This design comes from an exercise in tuning for small area, a short achievable clock period and few clock cycles per item on the open sky130 flow, not from production work.
The RTL was checked by simulation tests, not by an equivalence proof against the original design.
Power figures rest on the tool's default switching activity, not on a simulated workload.

==> design/flow/design.v <==
module WallaceTreeMultiplier (
    input                   clk,
    input                   rst,
    input  logic [31:0]     a,
    input  logic [31:0]     b,
    input  logic            start,
    input  logic [1:0]      mul_type,
    output logic            done,
    output logic [63:0]     p
);
  localparam logic [2:0] IDLE = 3'd0, G0 = 3'd1, G1 = 3'd2, G2 = 3'd3, G3 = 3'd4,
                         FIN = 3'd5, DN = 3'd6;
  logic [2:0]  st;
  logic        done_q;   
  logic [32:0] A;        
  logic        corr;     
  logic [31:0] PB;       
  logic [32:0] S, C;  
  logic [7:0]  Ls, Lc;   
  logic        n3d;      
  wire sa = (mul_type == 2'b01) || (mul_type == 2'b10);
  wire sb = (mul_type == 2'b01);
  wire grp = (st == G0) || (st == G1) || (st == G2) || (st == G3);
  function automatic logic [2:0] benc(input logic x2, input logic x1, input logic x0);
    benc = {x2, (x2 & ~x1 & ~x0) | (~x2 & x1 & x0), x1 ^ x0};
  endfunction
  logic [3:0] neg;
  wire [8:0] bn = (st == IDLE) ? {b[7:0], 1'b0} : PB[15:7];
  logic [3:0] neg_l, one_l, two_l;
  always_ff @(posedge clk) begin
    for (int k = 0; k < 4; k++)
      {neg_l[k], two_l[k], one_l[k]} <= benc(bn[2*k+2], bn[2*k+1], bn[2*k]);
  end
  wire [3:0] neg_h = neg_l, one_h = one_l, two_h = two_l;
  assign neg = neg_l;
  wire [34:0] Ae = {A[32], A[32], A};
  wire [35:0] Ae2 = {Ae, 1'b0};
  wire [34:0] m0 = {({18{one_h[0]}} & Ae[34:17]) | ({18{two_h[0]}} & Ae2[34:17]),
                       ({17{one_l[0]}} & Ae[16:0]) | ({17{two_l[0]}} & Ae2[16:0])};
  wire [34:0] r0 = {~(m0[34] ^ neg_h[0]), m0[33:17] ^ {17{neg_h[0]}}, m0[16:0] ^ {17{neg_l[0]}}};
  wire [34:0] m1 = {({18{one_h[1]}} & Ae[34:17]) | ({18{two_h[1]}} & Ae2[34:17]),
                       ({17{one_l[1]}} & Ae[16:0]) | ({17{two_l[1]}} & Ae2[16:0])};
  wire [34:0] r1 = {~(m1[34] ^ neg_h[1]), m1[33:17] ^ {17{neg_h[1]}}, m1[16:0] ^ {17{neg_l[1]}}};
  wire [34:0] m2 = {({18{one_h[2]}} & Ae[34:17]) | ({18{two_h[2]}} & Ae2[34:17]),
                       ({17{one_l[2]}} & Ae[16:0]) | ({17{two_l[2]}} & Ae2[16:0])};
  wire [34:0] r2 = {~(m2[34] ^ neg_h[2]), m2[33:17] ^ {17{neg_h[2]}}, m2[16:0] ^ {17{neg_l[2]}}};
  wire [34:0] m3 = {({18{one_h[3]}} & Ae[34:17]) | ({18{two_h[3]}} & Ae2[34:17]),
                       ({17{one_l[3]}} & Ae[16:0]) | ({17{two_l[3]}} & Ae2[16:0])};
  wire [34:0] r3 = {~(m3[34] ^ neg_h[3]), m3[33:17] ^ {17{neg_h[3]}}, m3[16:0] ^ {17{neg_l[3]}}};
  logic [132:0] tfs, tfc;
  logic [9:0] ths, thc;
  assign tfs[0] = S[0] ^ C[0] ^ neg_l[0];
  assign tfc[0] = (S[0] & C[0]) | (S[0] & neg_l[0]) | (C[0] & neg_l[0]);
  assign ths[0] = S[2] ^ C[2];
  assign thc[0] = S[2] & C[2];
  assign ths[1] = S[3] ^ C[3];
  assign thc[1] = S[3] & C[3];
  assign tfs[1] = S[4] ^ C[4] ^ neg_l[2];
  assign tfc[1] = (S[4] & C[4]) | (S[4] & neg_l[2]) | (C[4] & neg_l[2]);
  assign ths[2] = r0[4] ^ r1[2];
  assign thc[2] = r0[4] & r1[2];
  assign tfs[2] = S[5] ^ C[5] ^ r0[5];
  assign tfc[2] = (S[5] & C[5]) | (S[5] & r0[5]) | (C[5] & r0[5]);
  assign ths[3] = r1[3] ^ r2[1];
  assign thc[3] = r1[3] & r2[1];
  assign tfs[3] = S[6] ^ C[6] ^ r0[6];
  assign tfc[3] = (S[6] & C[6]) | (S[6] & r0[6]) | (C[6] & r0[6]);
  assign tfs[4] = r1[4] ^ r2[2] ^ r3[0];
  assign tfc[4] = (r1[4] & r2[2]) | (r1[4] & r3[0]) | (r2[2] & r3[0]);
  assign tfs[5] = S[7] ^ C[7] ^ r0[7];
  assign tfc[5] = (S[7] & C[7]) | (S[7] & r0[7]) | (C[7] & r0[7]);
  assign tfs[6] = r1[5] ^ r2[3] ^ r3[1];
  assign tfc[6] = (r1[5] & r2[3]) | (r1[5] & r3[1]) | (r2[3] & r3[1]);
  assign tfs[7] = S[8] ^ C[8] ^ r0[8];
  assign tfc[7] = (S[8] & C[8]) | (S[8] & r0[8]) | (C[8] & r0[8]);
  assign tfs[8] = r1[6] ^ r2[4] ^ r3[2];
  assign tfc[8] = (r1[6] & r2[4]) | (r1[6] & r3[2]) | (r2[4] & r3[2]);
  assign tfs[9] = S[9] ^ C[9] ^ r0[9];
  assign tfc[9] = (S[9] & C[9]) | (S[9] & r0[9]) | (C[9] & r0[9]);
  assign tfs[10] = r1[7] ^ r2[5] ^ r3[3];
  assign tfc[10] = (r1[7] & r2[5]) | (r1[7] & r3[3]) | (r2[5] & r3[3]);
  assign tfs[11] = S[10] ^ C[10] ^ r0[10];
  assign tfc[11] = (S[10] & C[10]) | (S[10] & r0[10]) | (C[10] & r0[10]);
  assign tfs[12] = r1[8] ^ r2[6] ^ r3[4];
  assign tfc[12] = (r1[8] & r2[6]) | (r1[8] & r3[4]) | (r2[6] & r3[4]);
  assign tfs[13] = S[11] ^ C[11] ^ r0[11];
  assign tfc[13] = (S[11] & C[11]) | (S[11] & r0[11]) | (C[11] & r0[11]);
  assign tfs[14] = r1[9] ^ r2[7] ^ r3[5];
  assign tfc[14] = (r1[9] & r2[7]) | (r1[9] & r3[5]) | (r2[7] & r3[5]);
  assign tfs[15] = S[12] ^ C[12] ^ r0[12];
  assign tfc[15] = (S[12] & C[12]) | (S[12] & r0[12]) | (C[12] & r0[12]);
  assign tfs[16] = r1[10] ^ r2[8] ^ r3[6];
  assign tfc[16] = (r1[10] & r2[8]) | (r1[10] & r3[6]) | (r2[8] & r3[6]);
  assign tfs[17] = S[13] ^ C[13] ^ r0[13];
  assign tfc[17] = (S[13] & C[13]) | (S[13] & r0[13]) | (C[13] & r0[13]);
  assign tfs[18] = r1[11] ^ r2[9] ^ r3[7];
  assign tfc[18] = (r1[11] & r2[9]) | (r1[11] & r3[7]) | (r2[9] & r3[7]);
  assign tfs[19] = S[14] ^ C[14] ^ r0[14];
  assign tfc[19] = (S[14] & C[14]) | (S[14] & r0[14]) | (C[14] & r0[14]);
  assign tfs[20] = r1[12] ^ r2[10] ^ r3[8];
  assign tfc[20] = (r1[12] & r2[10]) | (r1[12] & r3[8]) | (r2[10] & r3[8]);
  assign tfs[21] = S[15] ^ C[15] ^ r0[15];
  assign tfc[21] = (S[15] & C[15]) | (S[15] & r0[15]) | (C[15] & r0[15]);
  assign tfs[22] = r1[13] ^ r2[11] ^ r3[9];
  assign tfc[22] = (r1[13] & r2[11]) | (r1[13] & r3[9]) | (r2[11] & r3[9]);
  assign tfs[23] = S[16] ^ C[16] ^ r0[16];
  assign tfc[23] = (S[16] & C[16]) | (S[16] & r0[16]) | (C[16] & r0[16]);
  assign tfs[24] = r1[14] ^ r2[12] ^ r3[10];
  assign tfc[24] = (r1[14] & r2[12]) | (r1[14] & r3[10]) | (r2[12] & r3[10]);
  assign tfs[25] = S[17] ^ C[17] ^ r0[17];
  assign tfc[25] = (S[17] & C[17]) | (S[17] & r0[17]) | (C[17] & r0[17]);
  assign tfs[26] = r1[15] ^ r2[13] ^ r3[11];
  assign tfc[26] = (r1[15] & r2[13]) | (r1[15] & r3[11]) | (r2[13] & r3[11]);
  assign tfs[27] = S[18] ^ C[18] ^ r0[18];
  assign tfc[27] = (S[18] & C[18]) | (S[18] & r0[18]) | (C[18] & r0[18]);
  assign tfs[28] = r1[16] ^ r2[14] ^ r3[12];
  assign tfc[28] = (r1[16] & r2[14]) | (r1[16] & r3[12]) | (r2[14] & r3[12]);
  assign tfs[29] = S[19] ^ C[19] ^ r0[19];
  assign tfc[29] = (S[19] & C[19]) | (S[19] & r0[19]) | (C[19] & r0[19]);
  assign tfs[30] = r1[17] ^ r2[15] ^ r3[13];
  assign tfc[30] = (r1[17] & r2[15]) | (r1[17] & r3[13]) | (r2[15] & r3[13]);
  assign tfs[31] = S[20] ^ C[20] ^ r0[20];
  assign tfc[31] = (S[20] & C[20]) | (S[20] & r0[20]) | (C[20] & r0[20]);
  assign tfs[32] = r1[18] ^ r2[16] ^ r3[14];
  assign tfc[32] = (r1[18] & r2[16]) | (r1[18] & r3[14]) | (r2[16] & r3[14]);
  assign tfs[33] = S[21] ^ C[21] ^ r0[21];
  assign tfc[33] = (S[21] & C[21]) | (S[21] & r0[21]) | (C[21] & r0[21]);
  assign tfs[34] = r1[19] ^ r2[17] ^ r3[15];
  assign tfc[34] = (r1[19] & r2[17]) | (r1[19] & r3[15]) | (r2[17] & r3[15]);
  assign tfs[35] = S[22] ^ C[22] ^ r0[22];
  assign tfc[35] = (S[22] & C[22]) | (S[22] & r0[22]) | (C[22] & r0[22]);
  assign tfs[36] = r1[20] ^ r2[18] ^ r3[16];
  assign tfc[36] = (r1[20] & r2[18]) | (r1[20] & r3[16]) | (r2[18] & r3[16]);
  assign tfs[37] = S[23] ^ C[23] ^ r0[23];
  assign tfc[37] = (S[23] & C[23]) | (S[23] & r0[23]) | (C[23] & r0[23]);
  assign tfs[38] = r1[21] ^ r2[19] ^ r3[17];
  assign tfc[38] = (r1[21] & r2[19]) | (r1[21] & r3[17]) | (r2[19] & r3[17]);
  assign tfs[39] = S[24] ^ C[24] ^ r0[24];
  assign tfc[39] = (S[24] & C[24]) | (S[24] & r0[24]) | (C[24] & r0[24]);
  assign tfs[40] = r1[22] ^ r2[20] ^ r3[18];
  assign tfc[40] = (r1[22] & r2[20]) | (r1[22] & r3[18]) | (r2[20] & r3[18]);
  assign tfs[41] = S[25] ^ C[25] ^ r0[25];
  assign tfc[41] = (S[25] & C[25]) | (S[25] & r0[25]) | (C[25] & r0[25]);
  assign tfs[42] = r1[23] ^ r2[21] ^ r3[19];
  assign tfc[42] = (r1[23] & r2[21]) | (r1[23] & r3[19]) | (r2[21] & r3[19]);
  assign tfs[43] = S[26] ^ C[26] ^ r0[26];
  assign tfc[43] = (S[26] & C[26]) | (S[26] & r0[26]) | (C[26] & r0[26]);
  assign tfs[44] = r1[24] ^ r2[22] ^ r3[20];
  assign tfc[44] = (r1[24] & r2[22]) | (r1[24] & r3[20]) | (r2[22] & r3[20]);
  assign tfs[45] = S[27] ^ C[27] ^ r0[27];
  assign tfc[45] = (S[27] & C[27]) | (S[27] & r0[27]) | (C[27] & r0[27]);
  assign tfs[46] = r1[25] ^ r2[23] ^ r3[21];
  assign tfc[46] = (r1[25] & r2[23]) | (r1[25] & r3[21]) | (r2[23] & r3[21]);
  assign tfs[47] = S[28] ^ C[28] ^ r0[28];
  assign tfc[47] = (S[28] & C[28]) | (S[28] & r0[28]) | (C[28] & r0[28]);
  assign tfs[48] = r1[26] ^ r2[24] ^ r3[22];
  assign tfc[48] = (r1[26] & r2[24]) | (r1[26] & r3[22]) | (r2[24] & r3[22]);
  assign tfs[49] = S[29] ^ C[29] ^ r0[29];
  assign tfc[49] = (S[29] & C[29]) | (S[29] & r0[29]) | (C[29] & r0[29]);
  assign tfs[50] = r1[27] ^ r2[25] ^ r3[23];
  assign tfc[50] = (r1[27] & r2[25]) | (r1[27] & r3[23]) | (r2[25] & r3[23]);
  assign tfs[51] = S[30] ^ C[30] ^ r0[30];
  assign tfc[51] = (S[30] & C[30]) | (S[30] & r0[30]) | (C[30] & r0[30]);
  assign tfs[52] = r1[28] ^ r2[26] ^ r3[24];
  assign tfc[52] = (r1[28] & r2[26]) | (r1[28] & r3[24]) | (r2[26] & r3[24]);
  assign tfs[53] = S[31] ^ C[31] ^ r0[31];
  assign tfc[53] = (S[31] & C[31]) | (S[31] & r0[31]) | (C[31] & r0[31]);
  assign tfs[54] = r1[29] ^ r2[27] ^ r3[25];
  assign tfc[54] = (r1[29] & r2[27]) | (r1[29] & r3[25]) | (r2[27] & r3[25]);
  assign tfs[55] = S[32] ^ C[32] ^ r0[32];
  assign tfc[55] = (S[32] & C[32]) | (S[32] & r0[32]) | (C[32] & r0[32]);
  assign tfs[56] = r1[30] ^ r2[28] ^ r3[26];
  assign tfc[56] = (r1[30] & r2[28]) | (r1[30] & r3[26]) | (r2[28] & r3[26]);
  assign tfs[57] = 1'b1 ^ r0[33] ^ r1[31];
  assign tfc[57] = (1'b1 & r0[33]) | (1'b1 & r1[31]) | (r0[33] & r1[31]);
  assign ths[4] = r2[29] ^ r3[27];
  assign thc[4] = r2[29] & r3[27];
  assign tfs[58] = r0[34] ^ r1[32] ^ r2[30];
  assign tfc[58] = (r0[34] & r1[32]) | (r0[34] & r2[30]) | (r1[32] & r2[30]);
  assign ths[5] = 1'b1 ^ r1[33];
  assign thc[5] = 1'b1 & r1[33];
  assign ths[6] = r0[0] ^ tfs[0];
  assign thc[6] = r0[0] & tfs[0];
  assign tfs[59] = S[1] ^ C[1] ^ tfc[0];
  assign tfc[59] = (S[1] & C[1]) | (S[1] & tfc[0]) | (C[1] & tfc[0]);
  assign tfs[60] = neg_l[1] ^ ths[0] ^ r0[2];
  assign tfc[60] = (neg_l[1] & ths[0]) | (neg_l[1] & r0[2]) | (ths[0] & r0[2]);
  assign tfs[61] = thc[0] ^ ths[1] ^ r0[3];
  assign tfc[61] = (thc[0] & ths[1]) | (thc[0] & r0[3]) | (ths[1] & r0[3]);
  assign tfs[62] = thc[1] ^ r2[0] ^ tfs[1];
  assign tfc[62] = (thc[1] & r2[0]) | (thc[1] & tfs[1]) | (r2[0] & tfs[1]);
  assign tfs[63] = tfc[1] ^ thc[2] ^ ths[3];
  assign tfc[63] = (tfc[1] & thc[2]) | (tfc[1] & ths[3]) | (thc[2] & ths[3]);
  assign tfs[64] = thc[3] ^ tfc[2] ^ tfs[3];
  assign tfc[64] = (thc[3] & tfc[2]) | (thc[3] & tfs[3]) | (tfc[2] & tfs[3]);
  assign tfs[65] = tfc[3] ^ tfc[4] ^ tfs[5];
  assign tfc[65] = (tfc[3] & tfc[4]) | (tfc[3] & tfs[5]) | (tfc[4] & tfs[5]);
  assign tfs[66] = tfc[5] ^ tfc[6] ^ tfs[7];
  assign tfc[66] = (tfc[5] & tfc[6]) | (tfc[5] & tfs[7]) | (tfc[6] & tfs[7]);
  assign tfs[67] = tfc[7] ^ tfc[8] ^ tfs[9];
  assign tfc[67] = (tfc[7] & tfc[8]) | (tfc[7] & tfs[9]) | (tfc[8] & tfs[9]);
  assign tfs[68] = tfc[9] ^ tfc[10] ^ tfs[11];
  assign tfc[68] = (tfc[9] & tfc[10]) | (tfc[9] & tfs[11]) | (tfc[10] & tfs[11]);
  assign tfs[69] = tfc[11] ^ tfc[12] ^ tfs[13];
  assign tfc[69] = (tfc[11] & tfc[12]) | (tfc[11] & tfs[13]) | (tfc[12] & tfs[13]);
  assign tfs[70] = tfc[13] ^ tfc[14] ^ tfs[15];
  assign tfc[70] = (tfc[13] & tfc[14]) | (tfc[13] & tfs[15]) | (tfc[14] & tfs[15]);
  assign tfs[71] = tfc[15] ^ tfc[16] ^ tfs[17];
  assign tfc[71] = (tfc[15] & tfc[16]) | (tfc[15] & tfs[17]) | (tfc[16] & tfs[17]);
  assign tfs[72] = tfc[17] ^ tfc[18] ^ tfs[19];
  assign tfc[72] = (tfc[17] & tfc[18]) | (tfc[17] & tfs[19]) | (tfc[18] & tfs[19]);
  assign tfs[73] = tfc[19] ^ tfc[20] ^ tfs[21];
  assign tfc[73] = (tfc[19] & tfc[20]) | (tfc[19] & tfs[21]) | (tfc[20] & tfs[21]);
  assign tfs[74] = tfc[21] ^ tfc[22] ^ tfs[23];
  assign tfc[74] = (tfc[21] & tfc[22]) | (tfc[21] & tfs[23]) | (tfc[22] & tfs[23]);
  assign tfs[75] = tfc[23] ^ tfc[24] ^ tfs[25];
  assign tfc[75] = (tfc[23] & tfc[24]) | (tfc[23] & tfs[25]) | (tfc[24] & tfs[25]);
  assign tfs[76] = tfc[25] ^ tfc[26] ^ tfs[27];
  assign tfc[76] = (tfc[25] & tfc[26]) | (tfc[25] & tfs[27]) | (tfc[26] & tfs[27]);
  assign tfs[77] = tfc[27] ^ tfc[28] ^ tfs[29];
  assign tfc[77] = (tfc[27] & tfc[28]) | (tfc[27] & tfs[29]) | (tfc[28] & tfs[29]);
  assign tfs[78] = tfc[29] ^ tfc[30] ^ tfs[31];
  assign tfc[78] = (tfc[29] & tfc[30]) | (tfc[29] & tfs[31]) | (tfc[30] & tfs[31]);
  assign tfs[79] = tfc[31] ^ tfc[32] ^ tfs[33];
  assign tfc[79] = (tfc[31] & tfc[32]) | (tfc[31] & tfs[33]) | (tfc[32] & tfs[33]);
  assign tfs[80] = tfc[33] ^ tfc[34] ^ tfs[35];
  assign tfc[80] = (tfc[33] & tfc[34]) | (tfc[33] & tfs[35]) | (tfc[34] & tfs[35]);
  assign tfs[81] = tfc[35] ^ tfc[36] ^ tfs[37];
  assign tfc[81] = (tfc[35] & tfc[36]) | (tfc[35] & tfs[37]) | (tfc[36] & tfs[37]);
  assign tfs[82] = tfc[37] ^ tfc[38] ^ tfs[39];
  assign tfc[82] = (tfc[37] & tfc[38]) | (tfc[37] & tfs[39]) | (tfc[38] & tfs[39]);
  assign tfs[83] = tfc[39] ^ tfc[40] ^ tfs[41];
  assign tfc[83] = (tfc[39] & tfc[40]) | (tfc[39] & tfs[41]) | (tfc[40] & tfs[41]);
  assign tfs[84] = tfc[41] ^ tfc[42] ^ tfs[43];
  assign tfc[84] = (tfc[41] & tfc[42]) | (tfc[41] & tfs[43]) | (tfc[42] & tfs[43]);
  assign tfs[85] = tfc[43] ^ tfc[44] ^ tfs[45];
  assign tfc[85] = (tfc[43] & tfc[44]) | (tfc[43] & tfs[45]) | (tfc[44] & tfs[45]);
  assign tfs[86] = tfc[45] ^ tfc[46] ^ tfs[47];
  assign tfc[86] = (tfc[45] & tfc[46]) | (tfc[45] & tfs[47]) | (tfc[46] & tfs[47]);
  assign tfs[87] = tfc[47] ^ tfc[48] ^ tfs[49];
  assign tfc[87] = (tfc[47] & tfc[48]) | (tfc[47] & tfs[49]) | (tfc[48] & tfs[49]);
  assign tfs[88] = tfc[49] ^ tfc[50] ^ tfs[51];
  assign tfc[88] = (tfc[49] & tfc[50]) | (tfc[49] & tfs[51]) | (tfc[50] & tfs[51]);
  assign tfs[89] = tfc[51] ^ tfc[52] ^ tfs[53];
  assign tfc[89] = (tfc[51] & tfc[52]) | (tfc[51] & tfs[53]) | (tfc[52] & tfs[53]);
  assign tfs[90] = tfc[53] ^ tfc[54] ^ tfs[55];
  assign tfc[90] = (tfc[53] & tfc[54]) | (tfc[53] & tfs[55]) | (tfc[54] & tfs[55]);
  assign tfs[91] = ths[4] ^ tfc[55] ^ tfc[56];
  assign tfc[91] = (ths[4] & tfc[55]) | (ths[4] & tfc[56]) | (tfc[55] & tfc[56]);
  assign tfs[92] = r3[28] ^ thc[4] ^ tfc[57];
  assign tfc[92] = (r3[28] & thc[4]) | (r3[28] & tfc[57]) | (thc[4] & tfc[57]);
  assign tfs[93] = r2[31] ^ r3[29] ^ ths[5];
  assign tfc[93] = (r2[31] & r3[29]) | (r2[31] & ths[5]) | (r3[29] & ths[5]);
  assign tfs[94] = r1[34] ^ r2[32] ^ r3[30];
  assign tfc[94] = (r1[34] & r2[32]) | (r1[34] & r3[30]) | (r2[32] & r3[30]);
  assign ths[7] = 1'b1 ^ r2[33];
  assign thc[7] = 1'b1 & r2[33];
  assign ths[8] = k8 ^ ths[6];
  assign thc[8] = k8 & ths[6];
  assign tfs[95] = r0[1] ^ thc[6] ^ tfs[59];
  assign tfc[95] = (r0[1] & thc[6]) | (r0[1] & tfs[59]) | (thc[6] & tfs[59]);
  assign tfs[96] = r1[0] ^ tfc[59] ^ tfs[60];
  assign tfc[96] = (r1[0] & tfc[59]) | (r1[0] & tfs[60]) | (tfc[59] & tfs[60]);
  assign tfs[97] = r1[1] ^ tfc[60] ^ tfs[61];
  assign tfc[97] = (r1[1] & tfc[60]) | (r1[1] & tfs[61]) | (tfc[60] & tfs[61]);
  assign tfs[98] = ths[2] ^ tfc[61] ^ tfs[62];
  assign tfc[98] = (ths[2] & tfc[61]) | (ths[2] & tfs[62]) | (tfc[61] & tfs[62]);
  assign tfs[99] = tfc[62] ^ tfs[2] ^ tfs[63];
  assign tfc[99] = (tfc[62] & tfs[2]) | (tfc[62] & tfs[63]) | (tfs[2] & tfs[63]);
  assign tfs[100] = tfs[4] ^ tfc[63] ^ tfs[64];
  assign tfc[100] = (tfs[4] & tfc[63]) | (tfs[4] & tfs[64]) | (tfc[63] & tfs[64]);
  assign tfs[101] = tfs[6] ^ tfc[64] ^ tfs[65];
  assign tfc[101] = (tfs[6] & tfc[64]) | (tfs[6] & tfs[65]) | (tfc[64] & tfs[65]);
  assign tfs[102] = tfs[8] ^ tfc[65] ^ tfs[66];
  assign tfc[102] = (tfs[8] & tfc[65]) | (tfs[8] & tfs[66]) | (tfc[65] & tfs[66]);
  assign tfs[103] = tfs[10] ^ tfc[66] ^ tfs[67];
  assign tfc[103] = (tfs[10] & tfc[66]) | (tfs[10] & tfs[67]) | (tfc[66] & tfs[67]);
  assign tfs[104] = tfs[12] ^ tfc[67] ^ tfs[68];
  assign tfc[104] = (tfs[12] & tfc[67]) | (tfs[12] & tfs[68]) | (tfc[67] & tfs[68]);
  assign tfs[105] = tfs[14] ^ tfc[68] ^ tfs[69];
  assign tfc[105] = (tfs[14] & tfc[68]) | (tfs[14] & tfs[69]) | (tfc[68] & tfs[69]);
  assign tfs[106] = tfs[16] ^ tfc[69] ^ tfs[70];
  assign tfc[106] = (tfs[16] & tfc[69]) | (tfs[16] & tfs[70]) | (tfc[69] & tfs[70]);
  assign tfs[107] = tfs[18] ^ tfc[70] ^ tfs[71];
  assign tfc[107] = (tfs[18] & tfc[70]) | (tfs[18] & tfs[71]) | (tfc[70] & tfs[71]);
  assign tfs[108] = tfs[20] ^ tfc[71] ^ tfs[72];
  assign tfc[108] = (tfs[20] & tfc[71]) | (tfs[20] & tfs[72]) | (tfc[71] & tfs[72]);
  assign tfs[109] = tfs[22] ^ tfc[72] ^ tfs[73];
  assign tfc[109] = (tfs[22] & tfc[72]) | (tfs[22] & tfs[73]) | (tfc[72] & tfs[73]);
  assign tfs[110] = tfs[24] ^ tfc[73] ^ tfs[74];
  assign tfc[110] = (tfs[24] & tfc[73]) | (tfs[24] & tfs[74]) | (tfc[73] & tfs[74]);
  assign tfs[111] = tfs[26] ^ tfc[74] ^ tfs[75];
  assign tfc[111] = (tfs[26] & tfc[74]) | (tfs[26] & tfs[75]) | (tfc[74] & tfs[75]);
  assign tfs[112] = tfs[28] ^ tfc[75] ^ tfs[76];
  assign tfc[112] = (tfs[28] & tfc[75]) | (tfs[28] & tfs[76]) | (tfc[75] & tfs[76]);
  assign tfs[113] = tfs[30] ^ tfc[76] ^ tfs[77];
  assign tfc[113] = (tfs[30] & tfc[76]) | (tfs[30] & tfs[77]) | (tfc[76] & tfs[77]);
  assign tfs[114] = tfs[32] ^ tfc[77] ^ tfs[78];
  assign tfc[114] = (tfs[32] & tfc[77]) | (tfs[32] & tfs[78]) | (tfc[77] & tfs[78]);
  assign tfs[115] = tfs[34] ^ tfc[78] ^ tfs[79];
  assign tfc[115] = (tfs[34] & tfc[78]) | (tfs[34] & tfs[79]) | (tfc[78] & tfs[79]);
  assign tfs[116] = tfs[36] ^ tfc[79] ^ tfs[80];
  assign tfc[116] = (tfs[36] & tfc[79]) | (tfs[36] & tfs[80]) | (tfc[79] & tfs[80]);
  assign tfs[117] = tfs[38] ^ tfc[80] ^ tfs[81];
  assign tfc[117] = (tfs[38] & tfc[80]) | (tfs[38] & tfs[81]) | (tfc[80] & tfs[81]);
  assign tfs[118] = tfs[40] ^ tfc[81] ^ tfs[82];
  assign tfc[118] = (tfs[40] & tfc[81]) | (tfs[40] & tfs[82]) | (tfc[81] & tfs[82]);
  assign tfs[119] = tfs[42] ^ tfc[82] ^ tfs[83];
  assign tfc[119] = (tfs[42] & tfc[82]) | (tfs[42] & tfs[83]) | (tfc[82] & tfs[83]);
  assign tfs[120] = tfs[44] ^ tfc[83] ^ tfs[84];
  assign tfc[120] = (tfs[44] & tfc[83]) | (tfs[44] & tfs[84]) | (tfc[83] & tfs[84]);
  assign tfs[121] = tfs[46] ^ tfc[84] ^ tfs[85];
  assign tfc[121] = (tfs[46] & tfc[84]) | (tfs[46] & tfs[85]) | (tfc[84] & tfs[85]);
  assign tfs[122] = tfs[48] ^ tfc[85] ^ tfs[86];
  assign tfc[122] = (tfs[48] & tfc[85]) | (tfs[48] & tfs[86]) | (tfc[85] & tfs[86]);
  assign tfs[123] = tfs[50] ^ tfc[86] ^ tfs[87];
  assign tfc[123] = (tfs[50] & tfc[86]) | (tfs[50] & tfs[87]) | (tfc[86] & tfs[87]);
  assign tfs[124] = tfs[52] ^ tfc[87] ^ tfs[88];
  assign tfc[124] = (tfs[52] & tfc[87]) | (tfs[52] & tfs[88]) | (tfc[87] & tfs[88]);
  assign tfs[125] = tfs[54] ^ tfc[88] ^ tfs[89];
  assign tfc[125] = (tfs[54] & tfc[88]) | (tfs[54] & tfs[89]) | (tfc[88] & tfs[89]);
  assign tfs[126] = tfs[56] ^ tfc[89] ^ tfs[90];
  assign tfc[126] = (tfs[56] & tfc[89]) | (tfs[56] & tfs[90]) | (tfc[89] & tfs[90]);
  assign tfs[127] = tfs[57] ^ tfs[91] ^ tfc[90];
  assign tfc[127] = (tfs[57] & tfs[91]) | (tfs[57] & tfc[90]) | (tfs[91] & tfc[90]);
  assign tfs[128] = tfs[58] ^ tfc[91] ^ tfs[92];
  assign tfc[128] = (tfs[58] & tfc[91]) | (tfs[58] & tfs[92]) | (tfc[91] & tfs[92]);
  assign tfs[129] = tfc[58] ^ tfs[93] ^ tfc[92];
  assign tfc[129] = (tfc[58] & tfs[93]) | (tfc[58] & tfc[92]) | (tfs[93] & tfc[92]);
  assign tfs[130] = thc[5] ^ tfs[94] ^ tfc[93];
  assign tfc[130] = (thc[5] & tfs[94]) | (thc[5] & tfc[93]) | (tfs[94] & tfc[93]);
  assign tfs[131] = r3[31] ^ ths[7] ^ tfc[94];
  assign tfc[131] = (r3[31] & ths[7]) | (r3[31] & tfc[94]) | (ths[7] & tfc[94]);
  assign tfs[132] = r2[34] ^ r3[32] ^ thc[7];
  assign tfc[132] = (r2[34] & r3[32]) | (r2[34] & thc[7]) | (r3[32] & thc[7]);
  assign ths[9] = 1'b1 ^ r3[33];
  assign thc[9] = 1'b1 & r3[33];
  wire [42:0] ts = {1'b0, 1'b1, r3[34], ths[9], tfs[132], tfs[131], tfs[130], tfc[128], tfc[127], tfc[126], tfc[125], tfc[124], tfc[123], tfc[122], tfc[121], tfc[120], tfc[119], tfc[118], tfc[117], tfc[116], tfc[115], tfc[114], tfc[113], tfc[112], tfc[111], tfc[110], tfc[109], tfc[108], tfc[107], tfc[106], tfc[105], tfc[104], tfc[103], tfc[102], tfc[101], tfc[100], tfc[99], tfc[98], tfc[97], tfc[96], tfc[95], thc[8], ths[8]};
  wire [42:0] tc = {1'b0, 1'b0, thc[9], tfc[132], tfc[131], tfc[130], tfc[129], tfs[129], tfs[128], tfs[127], tfs[126], tfs[125], tfs[124], tfs[123], tfs[122], tfs[121], tfs[120], tfs[119], tfs[118], tfs[117], tfs[116], tfs[115], tfs[114], tfs[113], tfs[112], tfs[111], tfs[110], tfs[109], tfs[108], tfs[107], tfs[106], tfs[105], tfs[104], tfs[103], tfs[102], tfs[101], tfs[100], tfs[99], tfs[98], tfs[97], tfs[96], tfs[95], lo_c8};
  wire x6 = Ls[6] ^ Lc[6] ^ n3d;
  wire k7 = (Ls[6] & Lc[6]) | (Ls[6] & n3d) | (Lc[6] & n3d);
  wire x7 = Ls[7] ^ Lc[7] ^ k7;
  wire k8 = (Ls[7] & Lc[7]) | (Ls[7] & k7) | (Lc[7] & k7);
  wire [31:0] ca = corr ? A[31:0] : 32'd0;
  wire [31:0] fu = S[31:0] ^ C[31:0] ^ ca;
  wire [31:0] fv = ((S[31:0] ^ C[31:0]) & ca) | (S[31:0] & C[31:0]);
  wire [39:0] ax = {fu, x7, x6, Ls[5:0]};
  wire [39:0] ay = {fv[30:0], k8, 2'b00, Lc[5:0]};
  logic [39:0] ad_s;
  logic ad_co;
  logic [40:0] ad_c;   
  always_comb begin
    logic [40:0] g, p;
    g = {ax & ay, 1'b0};
    p = {ax ^ ay, 1'b0};
    begin
      logic [40:0] g0, p0;
      g0 = g; p0 = p;
      g[1] = g0[1] | (p0[1] & g0[0]); p[1] = p0[1] & p0[0];
      g[2] = g0[2] | (p0[2] & g0[1]); p[2] = p0[2] & p0[1];
      g[3] = g0[3] | (p0[3] & g0[2]); p[3] = p0[3] & p0[2];
      g[4] = g0[4] | (p0[4] & g0[3]); p[4] = p0[4] & p0[3];
      g[5] = g0[5] | (p0[5] & g0[4]); p[5] = p0[5] & p0[4];
      g[6] = g0[6] | (p0[6] & g0[5]); p[6] = p0[6] & p0[5];
      g[7] = g0[7] | (p0[7] & g0[6]); p[7] = p0[7] & p0[6];
      g[8] = g0[8] | (p0[8] & g0[7]); p[8] = p0[8] & p0[7];
      g[9] = g0[9] | (p0[9] & g0[8]); p[9] = p0[9] & p0[8];
      g[10] = g0[10] | (p0[10] & g0[9]); p[10] = p0[10] & p0[9];
      g[11] = g0[11] | (p0[11] & g0[10]); p[11] = p0[11] & p0[10];
      g[12] = g0[12] | (p0[12] & g0[11]); p[12] = p0[12] & p0[11];
      g[13] = g0[13] | (p0[13] & g0[12]); p[13] = p0[13] & p0[12];
      g[14] = g0[14] | (p0[14] & g0[13]); p[14] = p0[14] & p0[13];
      g[15] = g0[15] | (p0[15] & g0[14]); p[15] = p0[15] & p0[14];
      g[16] = g0[16] | (p0[16] & g0[15]); p[16] = p0[16] & p0[15];
      g[17] = g0[17] | (p0[17] & g0[16]); p[17] = p0[17] & p0[16];
      g[18] = g0[18] | (p0[18] & g0[17]); p[18] = p0[18] & p0[17];
      g[19] = g0[19] | (p0[19] & g0[18]); p[19] = p0[19] & p0[18];
      g[20] = g0[20] | (p0[20] & g0[19]); p[20] = p0[20] & p0[19];
      g[21] = g0[21] | (p0[21] & g0[20]); p[21] = p0[21] & p0[20];
      g[22] = g0[22] | (p0[22] & g0[21]); p[22] = p0[22] & p0[21];
      g[23] = g0[23] | (p0[23] & g0[22]); p[23] = p0[23] & p0[22];
      g[24] = g0[24] | (p0[24] & g0[23]); p[24] = p0[24] & p0[23];
      g[25] = g0[25] | (p0[25] & g0[24]); p[25] = p0[25] & p0[24];
      g[26] = g0[26] | (p0[26] & g0[25]); p[26] = p0[26] & p0[25];
      g[27] = g0[27] | (p0[27] & g0[26]); p[27] = p0[27] & p0[26];
      g[28] = g0[28] | (p0[28] & g0[27]); p[28] = p0[28] & p0[27];
      g[29] = g0[29] | (p0[29] & g0[28]); p[29] = p0[29] & p0[28];
      g[30] = g0[30] | (p0[30] & g0[29]); p[30] = p0[30] & p0[29];
      g[31] = g0[31] | (p0[31] & g0[30]); p[31] = p0[31] & p0[30];
      g[32] = g0[32] | (p0[32] & g0[31]); p[32] = p0[32] & p0[31];
      g[33] = g0[33] | (p0[33] & g0[32]); p[33] = p0[33] & p0[32];
      g[34] = g0[34] | (p0[34] & g0[33]); p[34] = p0[34] & p0[33];
      g[35] = g0[35] | (p0[35] & g0[34]); p[35] = p0[35] & p0[34];
      g[36] = g0[36] | (p0[36] & g0[35]); p[36] = p0[36] & p0[35];
      g[37] = g0[37] | (p0[37] & g0[36]); p[37] = p0[37] & p0[36];
      g[38] = g0[38] | (p0[38] & g0[37]); p[38] = p0[38] & p0[37];
      g[39] = g0[39] | (p0[39] & g0[38]); p[39] = p0[39] & p0[38];
      g[40] = g0[40] | (p0[40] & g0[39]); p[40] = p0[40] & p0[39];
    end
    begin
      logic [40:0] g0, p0;
      g0 = g; p0 = p;
      g[2] = g0[2] | (p0[2] & g0[0]); p[2] = p0[2] & p0[0];
      g[3] = g0[3] | (p0[3] & g0[1]); p[3] = p0[3] & p0[1];
      g[4] = g0[4] | (p0[4] & g0[2]); p[4] = p0[4] & p0[2];
      g[5] = g0[5] | (p0[5] & g0[3]); p[5] = p0[5] & p0[3];
      g[6] = g0[6] | (p0[6] & g0[4]); p[6] = p0[6] & p0[4];
      g[7] = g0[7] | (p0[7] & g0[5]); p[7] = p0[7] & p0[5];
      g[8] = g0[8] | (p0[8] & g0[6]); p[8] = p0[8] & p0[6];
      g[9] = g0[9] | (p0[9] & g0[7]); p[9] = p0[9] & p0[7];
      g[10] = g0[10] | (p0[10] & g0[8]); p[10] = p0[10] & p0[8];
      g[11] = g0[11] | (p0[11] & g0[9]); p[11] = p0[11] & p0[9];
      g[12] = g0[12] | (p0[12] & g0[10]); p[12] = p0[12] & p0[10];
      g[13] = g0[13] | (p0[13] & g0[11]); p[13] = p0[13] & p0[11];
      g[14] = g0[14] | (p0[14] & g0[12]); p[14] = p0[14] & p0[12];
      g[15] = g0[15] | (p0[15] & g0[13]); p[15] = p0[15] & p0[13];
      g[16] = g0[16] | (p0[16] & g0[14]); p[16] = p0[16] & p0[14];
      g[17] = g0[17] | (p0[17] & g0[15]); p[17] = p0[17] & p0[15];
      g[18] = g0[18] | (p0[18] & g0[16]); p[18] = p0[18] & p0[16];
      g[19] = g0[19] | (p0[19] & g0[17]); p[19] = p0[19] & p0[17];
      g[20] = g0[20] | (p0[20] & g0[18]); p[20] = p0[20] & p0[18];
      g[21] = g0[21] | (p0[21] & g0[19]); p[21] = p0[21] & p0[19];
      g[22] = g0[22] | (p0[22] & g0[20]); p[22] = p0[22] & p0[20];
      g[23] = g0[23] | (p0[23] & g0[21]); p[23] = p0[23] & p0[21];
      g[24] = g0[24] | (p0[24] & g0[22]); p[24] = p0[24] & p0[22];
      g[25] = g0[25] | (p0[25] & g0[23]); p[25] = p0[25] & p0[23];
      g[26] = g0[26] | (p0[26] & g0[24]); p[26] = p0[26] & p0[24];
      g[27] = g0[27] | (p0[27] & g0[25]); p[27] = p0[27] & p0[25];
      g[28] = g0[28] | (p0[28] & g0[26]); p[28] = p0[28] & p0[26];
      g[29] = g0[29] | (p0[29] & g0[27]); p[29] = p0[29] & p0[27];
      g[30] = g0[30] | (p0[30] & g0[28]); p[30] = p0[30] & p0[28];
      g[31] = g0[31] | (p0[31] & g0[29]); p[31] = p0[31] & p0[29];
      g[32] = g0[32] | (p0[32] & g0[30]); p[32] = p0[32] & p0[30];
      g[33] = g0[33] | (p0[33] & g0[31]); p[33] = p0[33] & p0[31];
      g[34] = g0[34] | (p0[34] & g0[32]); p[34] = p0[34] & p0[32];
      g[35] = g0[35] | (p0[35] & g0[33]); p[35] = p0[35] & p0[33];
      g[36] = g0[36] | (p0[36] & g0[34]); p[36] = p0[36] & p0[34];
      g[37] = g0[37] | (p0[37] & g0[35]); p[37] = p0[37] & p0[35];
      g[38] = g0[38] | (p0[38] & g0[36]); p[38] = p0[38] & p0[36];
      g[39] = g0[39] | (p0[39] & g0[37]); p[39] = p0[39] & p0[37];
      g[40] = g0[40] | (p0[40] & g0[38]); p[40] = p0[40] & p0[38];
    end
    begin
      logic [40:0] g0, p0;
      g0 = g; p0 = p;
      g[4] = g0[4] | (p0[4] & g0[0]); p[4] = p0[4] & p0[0];
      g[5] = g0[5] | (p0[5] & g0[1]); p[5] = p0[5] & p0[1];
      g[6] = g0[6] | (p0[6] & g0[2]); p[6] = p0[6] & p0[2];
      g[7] = g0[7] | (p0[7] & g0[3]); p[7] = p0[7] & p0[3];
      g[8] = g0[8] | (p0[8] & g0[4]); p[8] = p0[8] & p0[4];
      g[9] = g0[9] | (p0[9] & g0[5]); p[9] = p0[9] & p0[5];
      g[10] = g0[10] | (p0[10] & g0[6]); p[10] = p0[10] & p0[6];
      g[11] = g0[11] | (p0[11] & g0[7]); p[11] = p0[11] & p0[7];
      g[12] = g0[12] | (p0[12] & g0[8]); p[12] = p0[12] & p0[8];
      g[13] = g0[13] | (p0[13] & g0[9]); p[13] = p0[13] & p0[9];
      g[14] = g0[14] | (p0[14] & g0[10]); p[14] = p0[14] & p0[10];
      g[15] = g0[15] | (p0[15] & g0[11]); p[15] = p0[15] & p0[11];
      g[16] = g0[16] | (p0[16] & g0[12]); p[16] = p0[16] & p0[12];
      g[17] = g0[17] | (p0[17] & g0[13]); p[17] = p0[17] & p0[13];
      g[18] = g0[18] | (p0[18] & g0[14]); p[18] = p0[18] & p0[14];
      g[19] = g0[19] | (p0[19] & g0[15]); p[19] = p0[19] & p0[15];
      g[20] = g0[20] | (p0[20] & g0[16]); p[20] = p0[20] & p0[16];
      g[21] = g0[21] | (p0[21] & g0[17]); p[21] = p0[21] & p0[17];
      g[22] = g0[22] | (p0[22] & g0[18]); p[22] = p0[22] & p0[18];
      g[23] = g0[23] | (p0[23] & g0[19]); p[23] = p0[23] & p0[19];
      g[24] = g0[24] | (p0[24] & g0[20]); p[24] = p0[24] & p0[20];
      g[25] = g0[25] | (p0[25] & g0[21]); p[25] = p0[25] & p0[21];
      g[26] = g0[26] | (p0[26] & g0[22]); p[26] = p0[26] & p0[22];
      g[27] = g0[27] | (p0[27] & g0[23]); p[27] = p0[27] & p0[23];
      g[28] = g0[28] | (p0[28] & g0[24]); p[28] = p0[28] & p0[24];
      g[29] = g0[29] | (p0[29] & g0[25]); p[29] = p0[29] & p0[25];
      g[30] = g0[30] | (p0[30] & g0[26]); p[30] = p0[30] & p0[26];
      g[31] = g0[31] | (p0[31] & g0[27]); p[31] = p0[31] & p0[27];
      g[32] = g0[32] | (p0[32] & g0[28]); p[32] = p0[32] & p0[28];
      g[33] = g0[33] | (p0[33] & g0[29]); p[33] = p0[33] & p0[29];
      g[34] = g0[34] | (p0[34] & g0[30]); p[34] = p0[34] & p0[30];
      g[35] = g0[35] | (p0[35] & g0[31]); p[35] = p0[35] & p0[31];
      g[36] = g0[36] | (p0[36] & g0[32]); p[36] = p0[36] & p0[32];
      g[37] = g0[37] | (p0[37] & g0[33]); p[37] = p0[37] & p0[33];
      g[38] = g0[38] | (p0[38] & g0[34]); p[38] = p0[38] & p0[34];
      g[39] = g0[39] | (p0[39] & g0[35]); p[39] = p0[39] & p0[35];
      g[40] = g0[40] | (p0[40] & g0[36]); p[40] = p0[40] & p0[36];
    end
    begin
      logic [40:0] g0, p0;
      g0 = g; p0 = p;
      g[8] = g0[8] | (p0[8] & g0[0]); p[8] = p0[8] & p0[0];
      g[9] = g0[9] | (p0[9] & g0[1]); p[9] = p0[9] & p0[1];
      g[10] = g0[10] | (p0[10] & g0[2]); p[10] = p0[10] & p0[2];
      g[11] = g0[11] | (p0[11] & g0[3]); p[11] = p0[11] & p0[3];
      g[12] = g0[12] | (p0[12] & g0[4]); p[12] = p0[12] & p0[4];
      g[13] = g0[13] | (p0[13] & g0[5]); p[13] = p0[13] & p0[5];
      g[14] = g0[14] | (p0[14] & g0[6]); p[14] = p0[14] & p0[6];
      g[15] = g0[15] | (p0[15] & g0[7]); p[15] = p0[15] & p0[7];
      g[16] = g0[16] | (p0[16] & g0[8]); p[16] = p0[16] & p0[8];
      g[17] = g0[17] | (p0[17] & g0[9]); p[17] = p0[17] & p0[9];
      g[18] = g0[18] | (p0[18] & g0[10]); p[18] = p0[18] & p0[10];
      g[19] = g0[19] | (p0[19] & g0[11]); p[19] = p0[19] & p0[11];
      g[20] = g0[20] | (p0[20] & g0[12]); p[20] = p0[20] & p0[12];
      g[21] = g0[21] | (p0[21] & g0[13]); p[21] = p0[21] & p0[13];
      g[22] = g0[22] | (p0[22] & g0[14]); p[22] = p0[22] & p0[14];
      g[23] = g0[23] | (p0[23] & g0[15]); p[23] = p0[23] & p0[15];
      g[24] = g0[24] | (p0[24] & g0[16]); p[24] = p0[24] & p0[16];
      g[25] = g0[25] | (p0[25] & g0[17]); p[25] = p0[25] & p0[17];
      g[26] = g0[26] | (p0[26] & g0[18]); p[26] = p0[26] & p0[18];
      g[27] = g0[27] | (p0[27] & g0[19]); p[27] = p0[27] & p0[19];
      g[28] = g0[28] | (p0[28] & g0[20]); p[28] = p0[28] & p0[20];
      g[29] = g0[29] | (p0[29] & g0[21]); p[29] = p0[29] & p0[21];
      g[30] = g0[30] | (p0[30] & g0[22]); p[30] = p0[30] & p0[22];
      g[31] = g0[31] | (p0[31] & g0[23]); p[31] = p0[31] & p0[23];
      g[32] = g0[32] | (p0[32] & g0[24]); p[32] = p0[32] & p0[24];
      g[33] = g0[33] | (p0[33] & g0[25]); p[33] = p0[33] & p0[25];
      g[34] = g0[34] | (p0[34] & g0[26]); p[34] = p0[34] & p0[26];
      g[35] = g0[35] | (p0[35] & g0[27]); p[35] = p0[35] & p0[27];
      g[36] = g0[36] | (p0[36] & g0[28]); p[36] = p0[36] & p0[28];
      g[37] = g0[37] | (p0[37] & g0[29]); p[37] = p0[37] & p0[29];
      g[38] = g0[38] | (p0[38] & g0[30]); p[38] = p0[38] & p0[30];
      g[39] = g0[39] | (p0[39] & g0[31]); p[39] = p0[39] & p0[31];
      g[40] = g0[40] | (p0[40] & g0[32]); p[40] = p0[40] & p0[32];
    end
    begin
      logic [40:0] g0, p0;
      g0 = g; p0 = p;
      g[16] = g0[16] | (p0[16] & g0[0]); p[16] = p0[16] & p0[0];
      g[17] = g0[17] | (p0[17] & g0[1]); p[17] = p0[17] & p0[1];
      g[18] = g0[18] | (p0[18] & g0[2]); p[18] = p0[18] & p0[2];
      g[19] = g0[19] | (p0[19] & g0[3]); p[19] = p0[19] & p0[3];
      g[20] = g0[20] | (p0[20] & g0[4]); p[20] = p0[20] & p0[4];
      g[21] = g0[21] | (p0[21] & g0[5]); p[21] = p0[21] & p0[5];
      g[22] = g0[22] | (p0[22] & g0[6]); p[22] = p0[22] & p0[6];
      g[23] = g0[23] | (p0[23] & g0[7]); p[23] = p0[23] & p0[7];
      g[24] = g0[24] | (p0[24] & g0[8]); p[24] = p0[24] & p0[8];
      g[25] = g0[25] | (p0[25] & g0[9]); p[25] = p0[25] & p0[9];
      g[26] = g0[26] | (p0[26] & g0[10]); p[26] = p0[26] & p0[10];
      g[27] = g0[27] | (p0[27] & g0[11]); p[27] = p0[27] & p0[11];
      g[28] = g0[28] | (p0[28] & g0[12]); p[28] = p0[28] & p0[12];
      g[29] = g0[29] | (p0[29] & g0[13]); p[29] = p0[29] & p0[13];
      g[30] = g0[30] | (p0[30] & g0[14]); p[30] = p0[30] & p0[14];
      g[31] = g0[31] | (p0[31] & g0[15]); p[31] = p0[31] & p0[15];
      g[32] = g0[32] | (p0[32] & g0[16]); p[32] = p0[32] & p0[16];
      g[33] = g0[33] | (p0[33] & g0[17]); p[33] = p0[33] & p0[17];
      g[34] = g0[34] | (p0[34] & g0[18]); p[34] = p0[34] & p0[18];
      g[35] = g0[35] | (p0[35] & g0[19]); p[35] = p0[35] & p0[19];
      g[36] = g0[36] | (p0[36] & g0[20]); p[36] = p0[36] & p0[20];
      g[37] = g0[37] | (p0[37] & g0[21]); p[37] = p0[37] & p0[21];
      g[38] = g0[38] | (p0[38] & g0[22]); p[38] = p0[38] & p0[22];
      g[39] = g0[39] | (p0[39] & g0[23]); p[39] = p0[39] & p0[23];
      g[40] = g0[40] | (p0[40] & g0[24]); p[40] = p0[40] & p0[24];
    end
    begin
      logic [40:0] g0, p0;
      g0 = g; p0 = p;
      g[32] = g0[32] | (p0[32] & g0[0]); p[32] = p0[32] & p0[0];
      g[33] = g0[33] | (p0[33] & g0[1]); p[33] = p0[33] & p0[1];
      g[34] = g0[34] | (p0[34] & g0[2]); p[34] = p0[34] & p0[2];
      g[35] = g0[35] | (p0[35] & g0[3]); p[35] = p0[35] & p0[3];
      g[36] = g0[36] | (p0[36] & g0[4]); p[36] = p0[36] & p0[4];
      g[37] = g0[37] | (p0[37] & g0[5]); p[37] = p0[37] & p0[5];
      g[38] = g0[38] | (p0[38] & g0[6]); p[38] = p0[38] & p0[6];
      g[39] = g0[39] | (p0[39] & g0[7]); p[39] = p0[39] & p0[7];
      g[40] = g0[40] | (p0[40] & g0[8]); p[40] = p0[40] & p0[8];
    end
    ad_s = (ax ^ ay) ^ g[39:0];
    ad_co = g[40];
    ad_c = g;
  end
  wire [7:0] lo = ad_s[7:0];
  wire lo_c8 = ad_c[8];
  wire [31:0] phi = ad_s[39:8];
  wire zop = (A == 33'd0) || (PB == 32'd0);
  always_ff @(posedge clk) begin
    if (rst) begin
      st <= IDLE;
      done_q <= 1'b0;
    end
    else begin
      done_q <= (st == FIN) || (st == G0 && zop) || (st == DN && start);
      case (st)
        IDLE: if (start) st <= G0;
        G0: st <= zop ? DN : G1;
        G1: st <= G2;
        G2: st <= G3;
        G3: st <= FIN;
        FIN: st <= DN;
        DN: if (!start) st <= IDLE;
        default: st <= IDLE;
      endcase
    end
  end
  wire zclr = (st == G0) && zop;
  always_ff @(posedge clk) begin
    A <= {sa & a[31], a};
    corr <= ~sb & b[31];
    C <= grp ? tc[40:8] : 33'd1 << 32;
    Ls <= grp ? ts[7:0] : 8'd0;
    Lc <= grp ? tc[7:0] : 8'd0;
    n3d <= grp ? neg[3] : 1'b0;
    if (st == IDLE) PB <= b;
    else if (zclr) PB <= '0;
    else if (grp || st == FIN) PB <= {lo, PB[31:8]};
    if (zclr) S <= '0;
    else if (st == IDLE) S <= 33'd1 << 32;
    else if (grp) S <= ts[40:8];
    else if (st == FIN) S[31:0] <= phi;
  end
  assign done = done_q;
  assign p = {S[31:0], PB};
endmodule
==> design/flow/flow/run.sh <==
#!/bin/bash
# Standard layout, with timing repair asked to leave a larger setup margin.
export SETUP_SLACK_MARGIN=8.1
bash standard.sh > standard_run.log 2>&1
==> design/flow/standard.sh <==
#!/bin/bash
# synth_recipe.tcl (not shown) runs the flow's synth.tcl, then flattens the netlist and writes it again
# the make line also repeats each setting of config.mk as NAME=value (left out here)
make -C /OpenROAD-flow-scripts/flow DESIGN_CONFIG=/design/flow/config.mk WORK_HOME=/design/flow/orfs CLKGATE_MAP_FILE= SYNTH_SCRIPT=/design/flow/synth_recipe.tcl "${@:-finish}"
==> design/flow/config.mk <==
export PLATFORM = sky130hd
export DESIGN_NAME = WallaceTreeMultiplier
export DESIGN_NICKNAME = WallaceTreeMultiplier
export VERILOG_FILES = /design/flow/design.v
export SDC_FILE = /design/flow/constraint.sdc
export NUM_CORES = 4
export LEC_CHECK = 0
export CAP_MARGIN = 20
export CORE_MARGIN = 2
export CORE_UTILIZATION = 40
export SLEW_MARGIN = 20
==> design/flow/constraint.sdc <==
create_clock -name core_clock -period 11.0 [get_ports {clk}]
set_input_delay 2.2000 -clock core_clock [delete_from_list [all_inputs] [get_ports {clk}]]
set_output_delay 2.2000 -clock core_clock [all_outputs]
set_load 0.01 [all_outputs]
==> impl_metrics.ini, run 1 <==
[cts]
clock_tree.buffer_depth = 2
root_buffer_selected_by_cts = clkbuf_16
clk-insertion-delay-late_ns = 0.47
htreeDepth = 4
clock_tree_from_tritoncts = yes
cts-buffers-inserted = 17
clock_pin_slew_on_the_worst_setup_and_hold_paths_ns = 0.08
tritoncts_num_sinks = 165
ctsHoldBuffers = 0

[finish]
fraction_of_layout_instances_using_a_drive_strength_above_1_pct = 27.7
multi_input_area_um2 = 10200
net_count_reported_at_finish = 1893
fillers = 3075
seq_area_um2 = 3820
area.growth.synth_to_final_pct = 29.9
final_design_area_no_fill_um2 = 18400
diodes = 0

[synth]
post-synth-top-area-fraction_pct = 23.3
post_synth_xor_area_fraction_pct = 10.9
post_synth_main_area_contributors = fa_1 (23%), dfxtp_1 (19%), xnor2_1 (9.1%)
synth_area_um2 = 14100
synth.top_cells.by_count = fa_1 (165), xnor2_1 (147), a22oi_1 (134)
yosys.cell_types.count = 57
ys_dominant_reg_cell = dfxtp_1
async_reset_ff_share_pct = 0
synth_top_family_by_area = adder cells
postSynthAreaPerCell_um2 = 9.76
synthMostInstantiatedCell = fa_1
synth-edff-count = 32
ys_warn_count = 1
cells_after_synth = 1450
yosys_register_bits = 165
post-synth-top-area-cell = fa_1
post_synth_mux_area_share_pct = 0.354
synth_seq_area_share_pct = 25.6
mappedNetlistNets = 1733
synth_simple_gate_area_share_pct = 10.5
synth-adder-area-share_pct = 27.7
synth_compound_area_share_pct = 18.0

[run_status]
outcome = complete, no violations

[sta]
final_max_slew_viol_count = 0
finalCriticalPeriod_ns = 3.39
slew_headroom_pct = 40.7
fmaxAchievable_ghz = 0.295
fin_worst_skew_ns = 0.0177
hold_viol_final = 0
max_slew.worst_pin.slew_ns = 0.887
post-route-period-util_pct = 30.8
setup_repair_after_global_routing_missed_its_margin = true
setup-violations-final = 0
final.setup.tns_ns = 0

[min_path]
holdCritPathClass = reg -> reg

[critical_path]
timing.reg2reg.setup_slack_ns = 7.61
critPathRequiredTime_ns = 11.41
timing.reg2reg.worst_path_depth = 14
path_cells = buf_6 -> and2_1 -> fa_1 -> ha_4 -> a21o_1 -> a31oi_2 -> o22ai_1 -> nor2_1 -> o31ai_4 -> buf_4 -> a31oi_4 -> o41ai_4 -> or4_1 -> nand3_1
worstSetupStartpointType = register
cp_slowest_stage_delay_ns = 0.56
setup.worst_path.start = corr
critPathBufInv = 2
cpLargestDelayFamily = compound AO/OA/AOI/OAI gates
critical_path.endpoint = S[30]
critPathSlowestCell = fa_1
end_kind = register
critical_path_cell_count = 14
crit-reg2reg-capture = S[30]
critPathArrivalTime_ns = 3.80
critical_path_class = reg -> reg
timing.critical_path.fanout_max = 7
worst_r2r_startpoint = corr

[floorplan]
top_level_ports = 134
floorplan.rows = 68
core_area_um2 = 34700
initial_utilization_pct = 40.8
chipHeight_um = 192
die_w_um = 192
die_area_um2 = 36900

[power_and_ir_drop]
clockPowerShare_pct = 11.6
leakagePower_nw = 7.76
design_internal_power_mw = 2.96
worst_ir_drop_vdd_v = 0.000140
power_frac_seq_pct = 17.6
power_switching_mw = 2.54
netSwitchingFraction_pct = 46.2
comb_power_share_pct = 70.7
powerDensity_nw_per_um2 = 299

[global_route]
grt_usage_pct = 27.5
maximum_number_of_pins_on_one_net_before_global_route_repair = 42
grt_residual_overflow = 0
antenna_violations_before_repair = 0
grt_pass1_vias = 12200
wire_length_of_the_first_global_routing_pass_um = 74900

[drt]
first_pass_iters = 5
initialDrtViolationCount = 1089
via_count = 12300
ant_nets = 0
route.final.wire_length_um = 51200
drc = 0
drt-wirelength-per-cell_um = 24.6
post_drt_via_cell_ratio = 5.92

[run]
max_cap_viol_count = 0

[placed_design]
port-buffer-count = 133
detailed_place.area_um2 = 15500
weighted_congestion_at_the_end_of_routability_driven_global_placement = 0.900
dpl.hpwl_um = 31900
power by group through the flow:
stage	clock, mW	sequential (mW)	combinational (mW)
after detailed placement	0	1.08	3.17
after CTS	0.646	1.01	3.59
final	0.638	0.970	3.89
after floorplan	0	0.907	2.34
after global placement	0	1.08	3.14
after global routing	0.670	0.983	4.28
sequential cells by signal (all words and copies together), names as in the netlist:
| signal | count |
|---|---|
| n3d | 1 |
| S | 33 |
| st | 3 |
| PB | 32 |
| neg_l | 4 |
| done_q | 1 |
| one_l | 4 |
| A | 33 |
| C | 33 |
| two_l | 4 |
| corr | 1 |
| Lc | 8 |
| Ls | 8 |
placed cells by master, fill, tap and decap left out, types with 31 or more instances in the layout:
| cell | count |
|---|---|
| inv_1 | 70 |
| buf_4 | 120 |
| and3_1 | 47 |
| a22oi_1 | 128 |
| fa_1 | 158 |
| clkdlybuf4s50_1 | 67 |
| edfxtp_1 | 32 |
| nor2_1 | 46 |
| buf_2 | 31 |
| buf_6 | 56 |
| ha_1 | 34 |
| dfxtp_1 | 62 |
| a21oi_1 | 50 |
| nand2_1 | 92 |
| o21ai_0 | 34 |
| dfxtp_4 | 44 |
| xnor2_1 | 139 |
layer usage:
layer	GRT usage (%)	routed length [um]	share of wire (%)	vias up
met4	13.5	2430	4.7	0
met1	36.2	21100	41	6141
met2	41.8	22500	44	718
met3	7.51	5170	10	132
met5	0	0	0	-
li1	-	-	-	5306
final cells by class:
class                   count  share of cell area, %
multi-input cells        1053                   55.7
flip-flops and latches    165                   20.8
repair buffers            300                   15.7
well taps                 455                   3.10
clock buffers              17                   2.31
inverters                  73                   1.49
clock inverters            15                  0.994
metrics by stage:
step	power [mW]	hold slack (ns)	std cells	setup WS, ns	util, %
finish	5.49	0.555	2078	7.61	52.9
global route	5.93	0.629	2078	7.50	52.9
CTS	5.24	0.563	2027	7.66	50.5
detailed placement	4.25	0.580	1897	7.30	44.8
global placement	4.22	0.580	1897	7.34	44.8
floorplan	3.24	0.520	1450	7.89	-
how the worst min path moves through the flow:
stage	start	to	slack, ns	cells past startpoint
after global routing	S[0]	S[0]	0.63	2
after CTS	S[0]	S[0]	0.56	2
after floorplan	S[19]	S[19]	0.52	2
final	S[0]	S[0]	0.56	2
after global placement	S[2]	S[2]	0.58	2
after detailed placement	S[2]	S[2]	0.58	2
worst min-delay path: stages (launching register included):
cell	delay, ns
dfxtp_4	0.38
a21oi_1	0.07
nor2_1	0.07
repair_timing:
item | 4_1_cts | 5_1_grt
resized for setup | 483 | 85
pin swaps | 52 | 69
endpoints found under the setup margin | 165 | 152
gates cloned | 0 | 2
setup buffers | 98 | 49
cells by family after synthesis:
family / Yosys count
compound gates: 360
xor+xnor: 176
fa+ha+maj: 214
buf+inv: 232
flops: 165
mux: 5
simple gates: 298
Testbench counts, summed over its fixed seeds: cycles 15,028, items 2,000.
==> run 2, diff against run 1 <==
==> design/flow/flow/run.sh (replaced) <==
#!/bin/bash
# Standard layout, with timing repair asked to leave a larger setup margin.
export SETUP_SLACK_MARGIN=7.8
bash standard.sh > standard_run.log 2>&1
==> impl_metrics.ini, run 2 <==
[finish]
fraction_of_layout_instances_using_a_drive_strength_above_1_pct = 23.0
net_count_reported_at_finish = 1844
top_library_cells_by_usage_in_the_layout_fill_and_taps_aside = fa_1 (162), xnor2_1 (145), a22oi_1 (134)
top_regs = A x33, C x33, S x33
area.growth.synth_to_final_pct = 21.8
diodes = 0
fillers = 3268
final_common_cell = fa_1

[synth]
postSynthAreaPerCell_um2 = 9.76
mappedNetlistNets = 1733
synth.top_cells.by_count = fa_1 (165), xnor2_1 (147), a22oi_1 (134)
synthMostInstantiatedCell = fa_1
cells_after_synth = 1450
synth-edff-count = 32
synth_area_um2 = 14100
yosys.cell_types.count = 57
post_synth_main_area_contributors = fa_1 (23%), dfxtp_1 (19%), xnor2_1 (9.1%)
ys_dominant_reg_cell = dfxtp_1
ys_warn_count = 1
synth_seq_area_share_pct = 25.6
post-synth-top-area-fraction_pct = 23.3
async_reset_ff_share_pct = 0
post-synth-top-area-cell = fa_1
yosys_register_bits = 165

[cts]
cts-buffers-inserted = 17
clock_pin_slew_on_the_worst_setup_and_hold_paths_ns = 0.08
clock_tree_from_tritoncts = yes
htreeDepth = 4
tritoncts_num_sinks = 165
clk-insertion-delay-late_ns = 0.46
root_buffer_selected_by_cts = clkbuf_16
clock_tree.buffer_depth = 2

[drt]
post_drt_via_cell_ratio = 5.78
route.final.wire_length_um = 47500
first_pass_iters = 7
ant_nets = 0
drt-wirelength-per-cell_um = 23.4
via_count = 11700
initialDrtViolationCount = 1101
drc = 0

[floorplan]
core_area_um2 = 34700
chipHeight_um = 192
top_level_ports = 134
die_area_um2 = 36900
initial_utilization_pct = 40.8
die_w_um = 192
floorplan.rows = 68

[critical_path]
worstSetupStartpointType = register
timing.critical_path.fanout_max = 8
end_kind = register
timing.reg2reg.setup_slack_ns = 7.62
critPathRequiredTime_ns = 11.32
worst_r2r_startpoint = corr
crit-reg2reg-capture = S[29]
critical_path_class = reg -> reg
critPathArrivalTime_ns = 3.70
timing.reg2reg.worst_path_depth = 13

[global_route]
maximum_number_of_pins_on_one_net_before_global_route_repair = 53
grt_pass1_vias = 12000
grt_residual_overflow = 0
grt_usage_pct = 26.3
antenna_violations_before_repair = 1
wire_length_of_the_first_global_routing_pass_um = 72200

[sta]
max_slew.worst_pin.slew_ns = 0.643
fin_worst_skew_ns = 0.0197
setup-violations-final = 0
finalHoldWorstSlack_ns = 0.547
setup_repair_after_global_routing_missed_its_margin = true
post-route-period-util_pct = 30.8
final_max_slew_viol_count = 0
hold_viol_final = 0
fmaxAchievable_ghz = 0.295
finalCriticalPeriod_ns = 3.38
slew_headroom_pct = 57.1
final.setup.tns_ns = 0

[power_and_ir_drop]
worst_ir_drop_vdd_v = 0.000140
powerDensity_nw_per_um2 = 298
leakagePower_nw = 7.27

[placed_design]
weighted_congestion_at_the_end_of_routability_driven_global_placement = 0.903
port-buffer-count = 133
dpl.hpwl_um = 32300

[min_path]
min-delay-start = S[0]
holdCritPathClass = reg -> reg
worst_hold_end = S[0]
hold_path_depth = 2

[run]
max_cap_viol_count = 0

[run_status]
outcome = complete, no violations
run 2: changes by cell type in the layout (fill, tap and decap cells not counted), sizes merged:
cell | before | now
clkdlybuf4s50 | 67 | 68
inv | 82 | 78
clkbuf | 20 | 17
clkinv | 3 | 9
bufinv | 2 | 0
dlymetal6s2s | 1 | 0
buf | 229 | 183
run 2: per-stage QoR:
| stage | instances | util, % | cell area (um2) | power [mW] | setup slack (ns) |
|---|---|---|---|---|---|
| detailed placement | 1900 | 44.7 | 15500 | 4.28 | 6.88 |
| global route | 2029 | 49.6 | 17200 | 5.59 | 7.51 |
| floorplan | 1450 | - | 14200 | 3.22 | 7.79 |
| finish | 2029 | 49.6 | 17200 | 5.13 | 7.62 |
| CTS | 2007 | 48.4 | 16800 | 5.02 | 7.65 |
| global placement | 1900 | 44.7 | 15500 | 4.21 | 6.97 |
run 2: kinds of logic (layout without fill, tap and decap cells):
logic type,Yosys count,count (layout),share of synthesized area (%)
AOI/OAI and AO/OA,360,360,18.0
muxes,5,5,0.354
and+or+nand+nor,298,298,10.5
buffers and inverters,232,356,7.00
xor gates and xnor gates,176,176,10.9
DFF,165,165,25.6
adders and majority gates,214,214,27.7
run 2: cell type report:
class	instances	area, um2	area share (%)
timing repair buffer	251	1990	11.5
clock buffer	17	425	2.47
sequential	165	3810	22.1
tap	455	569	3.30
clock inverter	15	165	0.958
inverter	73	274	1.59
multi-input combinational	1053	10000	58.1
run 2: worst max-delay path by stage:
| stage | start | endpoint | cells past startpoint |
|---|---|---|---|
| after CTS | corr | S[29] | 13 |
| after global placement | corr | S[15] | 13 |
| after detailed placement | corr | S[29] | 12 |
| after floorplan | corr | S[26] | 14 |
| final | corr | S[29] | 13 |
| after global routing | corr | S[29] | 13 |
run 2: report_power, final:
group,total [mW],switching [mW],internal [mW],leakage (nW)
combinational,3.51,1.90,1.61,5.51
clock,0.600,0.297,0.303,0.283
sequential,1.02,0.224,0.800,1.48
total,5.13,2.42,2.72,7.27
run 2: worst max-delay path, cell delays in order (launching register included):
cell and delay (ns):
dfxtp_4 0.40, buf_8 0.15, and2_1 0.15, fa_1 0.49, ha_2 0.32, a21oi_2 0.15
o21ai_0 0.09, a221o_1 0.31, o211ai_1 0.27, nand3_2 0.15, a21bo_4 0.25, a31oi_2 0.20
xor2_1 0.21, o22ai_1 0.11
run 2: layer usage:
| layer | GRT usage, % | wire (um) | share of wire (%) |
|---|---|---|---|
| met1 | 34.9 | 19900 | 42 |
| met2 | 40.8 | 21300 | 45 |
| met3 | 5.99 | 4300 | 9.0 |
| met4 | 11.9 | 2070 | 4.4 |
| met5 | 0 | 13 | 0.027 |
run 2: what timing repair did:
item,4_1_cts,5_1_grt
hold buffers,0,0
setup endpoints to repair,123,91
setup buffers,75,21
pin swaps,24,33
gates resized for setup,415,57

-- re-timing with driven ports --
In the flow no input, the clock included, has a driving cell. The finished layouts below were timed again as built, in two steps. Step 1: set_driving_cell puts a clkbuf_16 on clk and a buf_2 on each other input, an assumption about the parent block. Step 2 also shifts input and output timing later by t, the mid clock arrival at the registers, as if the neighbouring blocks saw the same clock. Slacks: ideal / step 1 / step 2; pairs: ideal / step 1.
| run | t, ns | setup slack, ns | hold WS [ns] | slew at the worst register clock pin (ns) |
|---|---|---|---|---|
| run 1 | 0.514 | 7.609 / 7.609 / 7.609 | 0.555 / 0.555 / 0.555 | 0.08 / 0.08 |
| run 2 | 0.501 | 7.615 / 7.615 / 7.502 | 0.547 / 0.547 / 0.547 | 0.08 / 0.08 |
After both steps setup and hold are still met in every run listed. The setup slack of run 2, which loses most, moves by 0.000 ns with the drivers and by -0.113 ns with both steps.
